What follows belongs to an exercise in optimizing a design on an open flow for small area, a short achievable clock period and few clock cycles per item; a production flow would make more cautious choices.
Only simulation tests tie the RTL to the original design; equivalence was not proved.
No activity file was given, so power comes from the tool's default toggle rates.

== old ==
Design SRT4_div, start of the top module:
module SRT4_div(
    input               clock,
    input               reset,
    input               start,
    input               is_signed,
    input       [63:0]  a,
    input       [63:0]  b,
    output              ready,
    output              error,
    output      [63:0]  q,
    output      [63:0]  r
);
For scale: ~2800 cells after synthesis, roughly 220 flip-flops, about 260 I/O pins, about 21000 µm² of cells after synthesis.
==> flow/config.mk <==
export PLATFORM = sky130hd
export DESIGN_NAME = SRT4_div
export DESIGN_NICKNAME = SRT4_div
export VERILOG_FILES = /design/flow/design.v
export SDC_FILE = /design/flow/constraint.sdc
export NUM_CORES = 4
export LEC_CHECK = 0
export CAP_MARGIN = 20
export CORE_MARGIN = 2
export CORE_UTILIZATION = 40
export PLACE_DENSITY = 0.6
export SLEW_MARGIN = 20
==> flow/constraint.sdc <==
create_clock -name core_clock -period 11.0 [get_ports {clock}]
set_input_delay 2.2000 -clock core_clock [delete_from_list [all_inputs] [get_ports {clock}]]
set_output_delay 2.2000 -clock core_clock [all_outputs]
set_load 0.01 [all_outputs]
standard.sh (not shown) runs the stock make flow with config.mk's settings and CLKGATE_MAP_FILE= SYNTH_SCRIPT=/design/flow/synth_recipe.tcl, a recipe that flattens the netlist after the stock synthesis.
==> flow/flow/run.sh <==
#!/bin/bash
# Standard layout, with repair_timing aiming 7 ns below the 11 ns clock so the
# resizer sizes up the divider's critical paths, and the ports buffered with
# the smallest buffer (the resizer still sizes them up where timing needs it).
# Make's output goes to flow.log; ORFS keeps each step's log under orfs/logs.
set -euo pipefail
bash standard.sh SETUP_SLACK_MARGIN=7 "BUFFER_PORTS_ARGS=-buffer_cell sky130_fd_sc_hd__buf_1" finish > flow.log 2>&1
Testbench counts of old, summed over its fixed seeds: cycles 179,963, divs 12,000.
Inputs modified between old and new:
==> flow/flow/run.sh <==
#!/bin/bash
# Standard layout, with repair_timing aiming 7.25 ns below the 11 ns clock so
# the resizer sizes up the divider's critical paths, the ports buffered with the
# smallest buffer (the resizer still sizes them up where timing needs it), and a
# clock tree of clkbuf_8 with clusters of up to 20 sinks.
# Make's output goes to flow.log; ORFS keeps each step's log under orfs/logs.
set -euo pipefail
bash standard.sh SETUP_SLACK_MARGIN=7.25 \
  "BUFFER_PORTS_ARGS=-buffer_cell sky130_fd_sc_hd__buf_1" \
  CTS_BUF_LIST=sky130_fd_sc_hd__clkbuf_8 CTS_CLUSTER_SIZE=20 \
  finish > flow.log 2>&1
## What came out
Per the final summary, old finished and its layout is clean on timing, DRC and antenna. new: PASS, flow complete, no timing, DRC or antenna violations. Measured against each other, old and new differ in critical-path maximum fanout, the lower figure coming from old. | multi-input combinational gate total | old vs new | ≈ equal |. new has critical path depth below what old had. Compared with old, new shows a first-pass GRT wire length that is 1000 µm lower.

========
== run 1 ==
SRT4_div, a different RTL version from the one above (not shown whole).
For scale: ~3500 cells after synthesis, about 22000 sq um of cells after synthesis.
==> flow/config.mk <==
export PLATFORM = sky130hd
export DESIGN_NAME = SRT4_div
export DESIGN_NICKNAME = SRT4_div
export VERILOG_FILES = /design/flow/design.v
export SDC_FILE = /design/flow/constraint.sdc
export NUM_CORES = 4
export LEC_CHECK = 0
export ABC_AREA = 1
export CAP_MARGIN = 20
export CORE_MARGIN = 2
export CORE_UTILIZATION = 40
export PLACE_DENSITY = 0.6
export SLEW_MARGIN = 20
==> flow/constraint.sdc <==
create_clock -name core_clock -period 11.0 [get_ports {clock}]
set_input_delay 2.2000 -clock core_clock [delete_from_list [all_inputs] [get_ports {clock}]]
set_output_delay 2.2000 -clock core_clock [all_outputs]
set_load 0.01 [all_outputs]
==> flow/flow/run.sh <==
#!/bin/bash
# Standard layout, with repair_timing aiming 7.4 ns below the 11 ns clock so
# the resizer sizes up the divider's critical paths, the ports buffered with the
# smallest buffer (the resizer still sizes them up where timing needs it), and a
# clock tree of clkbuf_8 with clusters of up to 20 sinks.
# Make's output goes to flow.log; ORFS keeps each step's log under orfs/logs.
set -euo pipefail
bash standard.sh SETUP_SLACK_MARGIN=7.4 \
  "BUFFER_PORTS_ARGS=-buffer_cell sky130_fd_sc_hd__buf_1" \
  CTS_BUF_LIST=sky130_fd_sc_hd__clkbuf_8 CTS_CLUSTER_SIZE=20 \
  finish > flow.log 2>&1
Testbench counts of run 1, summed over its fixed seeds: cycles 179,963, divs 12,000.
For run 2, these inputs were changed with respect to run 1:
Settings: ABC_AREA removed (was 1).
==> flow/flow/run.sh <==
#!/bin/bash
# Standard layout, with repair_timing aiming 7.25 ns below the 11 ns clock so
# the resizer sizes up the divider's critical paths, the ports buffered with the
# smallest buffer (the resizer still sizes them up where timing needs it), and a
# clock tree of clkbuf_8 with clusters of up to 20 sinks.
# Make's output goes to flow.log; ORFS keeps each step's log under orfs/logs.
set -euo pipefail
bash standard.sh SETUP_SLACK_MARGIN=7.25 \
  "BUFFER_PORTS_ARGS=-buffer_cell sky130_fd_sc_hd__buf_1" \
  CTS_BUF_LIST=sky130_fd_sc_hd__clkbuf_8 CTS_CLUSTER_SIZE=20 \
  finish > flow.log 2>&1
Results
Run 2 finished end to end and its layout was clean on timing, DRC and antenna. Top routing layer in use: met4 -> run 2, met5 -> run 1. Between run 1 and run 2, growth of design area from synthesis to finish increased. Taking run 1 as the reference, in run 2 share of final-layout standard cells stronger than drive strength 1 higher, power decreased by 10% relative to the old numbers, die area fell by 6.5%, final worst setup slack now smaller, well-tap cell count now smaller. Diff run 1 -> run 2 | non-clock buffer count | increase of about 7%. [run 2] portion of netlist area occupied by mux cells rose 8.3 points relative to run 1. Of run 2 and run 1, run 1 shows the higher total wirelength of the detailed-routed design, with run 2 below it. Re share of total power consumed by net switching: run 2 and run 1 aren't equal, and the lower value belongs to run 2.
For run 3, these inputs were changed with respect to run 2:
Settings: ABC_AREA: unset -> 1.
Findings:
Run 3 | stages: all done | timing, DRC, antenna: all pass. [run 3] power rose about 9% relative to run 2. Average size of a mapped cell of run 3 falls short of that of run 2 by more than 10%. Compared with run 2, run 3 degrades total routed wirelength. Summary — largest voltage drop on the vdd net, run 3 relative to run 2: lower, by about 20%. As far as minimum hold slack is concerned, run 3 and run 2 perform about the same. Compared with run 2, run 3 shows total power divided by cell area that has gone up by a little under 10%. Taking run 2 as the reference, in run 3 cell area after layout up about 1%; wire length on met2 climbed about 9%.

afterwards: timing with drivers on the ports:
No port has a modelled driver above. Below, the same layouts with a new extraction and two added sets of constraints.
Step 1 sets driving cells, clkbuf_16 on the clock port and buf_2 on the other inputs (assumed; they add their load-dependent delay and slew).
Step 2 adds t to the input delays and takes it off the output delays; t is the mean of the earliest and latest rising clock arrival at the registers after step 1. Input paths then give back, and output paths get back, about the clock's delay inside the block.
a / b / c = no drivers / after step 1 / after step 2; a / b = the first two.
| run | t (ns) | setup slack, ns | hold slack, ns | worst register clock-pin slew, ns | worst slew at a driven data input, ns |
|---|---|---|---|---|---|
| old | 0.640 | 6.981 / 7.011 / 6.371 | 0.406 / 0.406 / 0.406 | 0.07 / 0.07 | 0.06 |
| new | 0.676 | 7.230 / 7.256 / 6.580 | 0.436 / 0.436 / 0.436 | 0.07 / 0.07 | 0.06 |
| run 1 | 0.683 | 7.446 / 7.393 / 6.797 | 0.431 / 0.431 / 0.431 | 0.07 / 0.07 | 0.13 |
| run 2 | 0.674 | 7.125 / 7.135 / 6.460 | 0.431 / 0.431 / 0.431 | 0.06 / 0.06 | 0.07 |
| run 3 | 0.686 | 7.298 / 7.316 / 6.630 | 0.429 / 0.429 / 0.429 | 0.07 / 0.07 | 0.12 |
After both steps setup and hold are still met in every run listed. The setup slack of run 3, which loses most, moves by +0.018 ns with the drivers and by -0.668 ns with both steps.
